What follows belongs to an exercise in optimizing a design on an open flow for small area, a short achievable clock period and few clock cycles per item; a production flow would make more cautious choices.
The RTL was checked by simulation tests, not by an equivalence proof against the original design.
No activity file was given, so power comes from the tool's default toggle rates.

$ cat config.mk
export PLATFORM = sky130hd
export DESIGN_NAME = AMBA_APB
export DESIGN_NICKNAME = AMBA_APB
export VERILOG_FILES = /design/flow/design.v
export SDC_FILE = /design/flow/constraint.sdc
export NUM_CORES = 4
export LEC_CHECK = 0
export CAP_MARGIN = 20
export CORE_MARGIN = 2
export CORE_UTILIZATION = 40
export PLACE_DENSITY = 0.6
export SLEW_MARGIN = 20
$ cat constraint.sdc
create_clock -name core_clock -period 5.0 [get_ports {pclk}]
set_input_delay 1.0000 -clock core_clock [delete_from_list [all_inputs] [get_ports {pclk}]]
set_output_delay 1.0000 -clock core_clock [all_outputs]
set_load 0.01 [all_outputs]
$ cat design.v
module AMBA_APB(
  input logic pclk,
  input logic prst_n,
  input logic [4:0] paddr,
  input logic pselx,
  input logic penable,
  input logic pwrite,
  input logic [31:0] pwdata,
  output logic pready,
  output logic [31:0] prdata
);
  reg [31:0] mem[31:0];
  typedef enum {
    IDLE    = 0,
    SETUP   = 1,
    ACCESS  = 2,
    XXX     = 3
  } state_e;
  state_e state, next;
  always_ff @(posedge pclk or negedge prst_n)
    if (!prst_n)  state <= IDLE;
    else          state <= next;
  always_comb begin
    next = XXX;
    case (state)
      IDLE: begin
        if (pselx & !penable) next = SETUP;
        else                  next = IDLE;
      end
      SETUP: begin
        if (penable & pselx)  next = ACCESS;
      end
      ACCESS: begin
        if (pready)           next = IDLE;
        else                  next = ACCESS;
      end
      default: begin
        next = IDLE;
      end
    endcase
  end
  always_ff @(posedge pclk or negedge prst_n) begin
    if (!prst_n) begin
      pready <= 0;
      prdata <= 0;
    end
    else begin
      if (next == ACCESS) begin
        if (pwrite) begin
          mem[paddr] <= pwrite ? pwdata : mem[paddr];
        end
        else begin
          prdata     <= mem[paddr];
        end
        pready       <= 1;
      end
      else begin
        pready       <= 0;
      end
    end
  end
endmodule
$ cat run.sh
#!/bin/bash
# synth_recipe.tcl (not shown) runs the flow's synth.tcl, then flattens the netlist and writes it again
# the make line also repeats each setting of config.mk as NAME=value (left out here)
make -C /OpenROAD-flow-scripts/flow DESIGN_CONFIG=/design/flow/config.mk WORK_HOME=/design/flow/orfs CLKGATE_MAP_FILE= SYNTH_SCRIPT=/design/flow/synth_recipe.tcl finish
==> run summary <==
Clock Skews=0.0218 ns; CTS max path bufs=3; final non-filler cell total=3,775; fill cell count=8,229; dpl hpwl=79.9 mm; initial antenna violation count=2; Avg Cell Area, Syn=17.8 sq um; CTS Root Cell=clkbuf_16; Synth cell types=66; clock transition at the registers of the reported paths=0.06 ns; TritonCTS Buffers=105; Seq cells post-synth=1,059; Synth Instances=2,210; final worst slack=1.25 ns; Mapped Nets=2,252; CP endpoint=prdata[1]$_DFFE_PN0P_; Global Route met2 Usage=42.1%; pin count of the biggest net entering global routing=42; Static Leakage=14.4 nW; final wirelength=137 mm; Critical Path Start Type=input port; Crit Path Max Fanout=25; max-cap viol count=0; GR met1 Demand/Resource=36.0%; Area Overhead vs Synth=15.6%; crit path capture type=register; Setup CP Type=in2reg; PwrDens=421 mW/mm^2; instance count on the critical path=9; Critical Path RT=5.49 ns; DR pass1 iterations=5; CTS sink cnt=1,059; synthesized area=0.0394 sq mm; WL/cell=36.4 microns; setup slack at placement=0.555 ns; vias post-DR=24,342; post-cts sizing count=0; Slew Viols, Final=0; Hold Crit Class=reg2reg; fin nets=2,437; vias in the first global route=23,464; core area=0.0980 sq mm; worst reg2reg setup slack=2.21 ns; CTS Hold Bufs=0; outcome=timing/DRC/antenna clean; gr busiest metal=met2; postcts setup bufs=0; RSZ-0062 raised after global routing=no; CP max-delay cell=a2111oi_0; Initial Util=40.2%; total placed cells including tap cells=3,574; critical-path cell list=buf_2, or2_2, buf_4, nor2_4, buf_4, a22oi_1, nand2_1, a2111oi_0, a21oi_1; post-route antenna net violation count=0; Setup Viol. Count Final=0; area of the multi-input gates=0.00725 sq mm; worst setup path start=paddr[3]; global-route wire length before repair=189 mm; # DRC=0; reg2reg path depth=6; TritonCTS clock tree=yes; H-tree Lvls=3; FF+latch area=0.0316 sq mm; Die Span Y=318 microns; FFs w/ async S/R, synth=3.31%; Cell Rows=115; R2R Path End=mem[16][5]$_DFFE_PP_; worst rel slew slack=23.0%; sequential share of the synthesized area=80.2%; Largest stage delay, worst path=0.87 ns; layout cells sized above 1=16.3%; Die X=318 microns; final period utilization=75.1%; grt total ovfl=0; Synth Warn #=2; Tmin final=3.75 ns; io pins=75; slew of the pin with the lowest slew margin=1.15 ns; DR vias/cell=6.45; gr usage total=26.7%; origin of the critical flop-to-flop path=state[0]$_DFF_PN0_; ys flop type=edfxtp_1; Post-synth EDFFs=1,024; peak supply drop=286 uV; final hold viol count=0; DIE AREA=0.101 sq mm; GPL Wtd Cong=0.917; Setup TNS Final=0 ns; WP buf/inv=3; M3 GR Usage=5.97%; Highest Clock Rate=266 MHz; Worst EP arrival=4.25 ns; DR iter-0 viols=4,200; CP most frequent cell=buf_4; Buffers on Ports=74; CP top delay family=compound AO/OA/AOI/OAI gates; clk latency of the worst-skew pair=0.68 ns
[layout by cell type, fill, tap and decap left out, types with 20 or more instances in the layout]
cell type,synthesis,layout
edfxtp_1,1024,1024
a22oi_1,351,351
buf_4,27,119
clkbuf_16,0,108
nand2_1,74,73
nand4_1,71,71
a21oi_1,66,66
nor3_1,73,42
clkdlybuf4s50_1,0,40
mux2i_1,39,39
o21ai_0,38,38
nor2_1,41,35
clkbuf_1,31,35
dfrtp_1,35,35
buf_2,47,34
nor3_2,0,31
or3_1,29,29
nand3_1,25,24
nor2_4,7,20
clkinv_2,0,20
[area by class of cell]
type | count | area share, %
Clock inverter | 46 | 0.832
Clock buffer | 153 | 6.52
Multi-Input combinational cell | 1020 | 15.9
Timing Repair Buffer | 203 | 3.70
Tap cell | 1287 | 3.54
Antenna cell | 1 | 0.00549
Sequential cell | 1059 | 69.4
Inverter | 6 | 0.0494
[state kept, by name (all words and copies together) (netlist names)]
name / cells
mem: 1024
pready: 1
prdata: 32
state: 2
[layer usage]
metal	up-vias	wire length, microns
li1	9532	-
met1	12508	50400
met2	1953	63500
met3	349	17200
met4	0	6070
met5	-	0
[through the flow]
stage	utilization, %	power [mW]	instance area (sq um)	hold slack, ns
2_1_floorplan	-	10.7	39400	0.431
3_3_place_gp	43.1	11.6	42200	0.447
3_5_place_dp	43.2	11.7	42300	0.469
4_1_cts	46.6	19.2	45600	0.481
5_1_grt	46.5	19.7	45500	0.496
6_report	46.5	19.2	45500	0.483
[report_power, final]
| group | internal, mW | total, mW | leakage [nW] | switching (mW) |
|---|---|---|---|---|
| Clock | 4.38 | 7.69 | 1.65 | 3.31 |
| Sequential | 9.90 | 10.0 | 9.60 | 0.144 |
| Combinational | 0.498 | 1.43 | 3.16 | 0.930 |
[logic make-up after synthesis]
kind of cell / count (synthesis) / share of synthesized area [%]
buffers and inverters: 131 / 2.03
multiplexers: 54 / 1.42
AND/OR/NAND/NOR: 397 / 5.91
AO/OA/AOI/OAI: 569 / 10.4
flip-flops: 1059 / 80.2
[cells in the mapped netlist (10+ instances only)]
| library cell | instances | area, sq um |
|---|---|---|
| nand4_1 | 71 | 444 |
| buf_2 | 47 | 235 |
| nor3_1 | 73 | 365 |
| a222oi_1 | 12 | 120 |
| a221oi_1 | 10 | 87.6 |
| or3_1 | 29 | 181 |
| o21ai_0 | 38 | 190 |
| mux2_2 | 15 | 169 |
| dfrtp_1 | 35 | 876 |
| edfxtp_1 | 1024 | 30700 |
| a32oi_1 | 11 | 96.3 |
| buf_6 | 18 | 203 |
| nor2_1 | 41 | 154 |
| mux2i_1 | 39 | 390 |
| nand3_1 | 25 | 125 |
| a22o_1 | 16 | 140 |
| nor2_2 | 10 | 62.6 |
| nor4_1 | 12 | 75.1 |
| clkbuf_1 | 31 | 116 |
| nand2_1 | 74 | 278 |
| buf_4 | 27 | 203 |
| a21oi_1 | 66 | 330 |
| a22oi_1 | 351 | 2640 |
[worst min-delay path by stage]
| stage | startpoint | endpoint | slack, ns | cells after the start |
|---|---|---|---|---|
| 6_report | state[1]$_DFF_PN0_ | state[0]$_DFF_PN0_ | 0.48 | 1 |
| 3_3_place_gp | state[1]$_DFF_PN0_ | state[0]$_DFF_PN0_ | 0.45 | 1 |
| 2_1_floorplan | state[1]$_DFF_PN0_ | state[0]$_DFF_PN0_ | 0.43 | 1 |
| 3_5_place_dp | state[1]$_DFF_PN0_ | state[0]$_DFF_PN0_ | 0.47 | 1 |
| 5_1_grt | state[1]$_DFF_PN0_ | state[0]$_DFF_PN0_ | 0.50 | 1 |
| 4_1_cts | state[1]$_DFF_PN0_ | state[0]$_DFF_PN0_ | 0.48 | 1 |
Testbench counts, summed over its fixed seeds: cycles 72,768, transfers 24,256.

re-timing with driven ports:
No port has a modelled driver above. Below, the same layout with a new extraction and two added sets of constraints. Step 1: set_driving_cell puts a clkbuf_16 on pclk and a buf_2 on each other input, an assumption about the parent block. Step 2 moves the port delays by t, midway between the first and last clock arrival at a register: inputs arrive t later, outputs are due t later. That takes back most of the time a late clock gives input paths. a / b / c = ideal / step 1 / step 2; a / b = the first two.
t, ns: 0.741
setup slack, ns: 1.247 / 1.271 / 0.530
worst hold slack (ns): 0.483 / 0.483 / 0.483
latest minus earliest clock arrival (ns): 0.027 / 0.026
worst data-port slew with drivers (ns): 0.08
After both steps setup and hold are still met in this run. For this run, drivers alone change the setup slack by +0.024 ns; drivers and shift together by -0.717 ns.
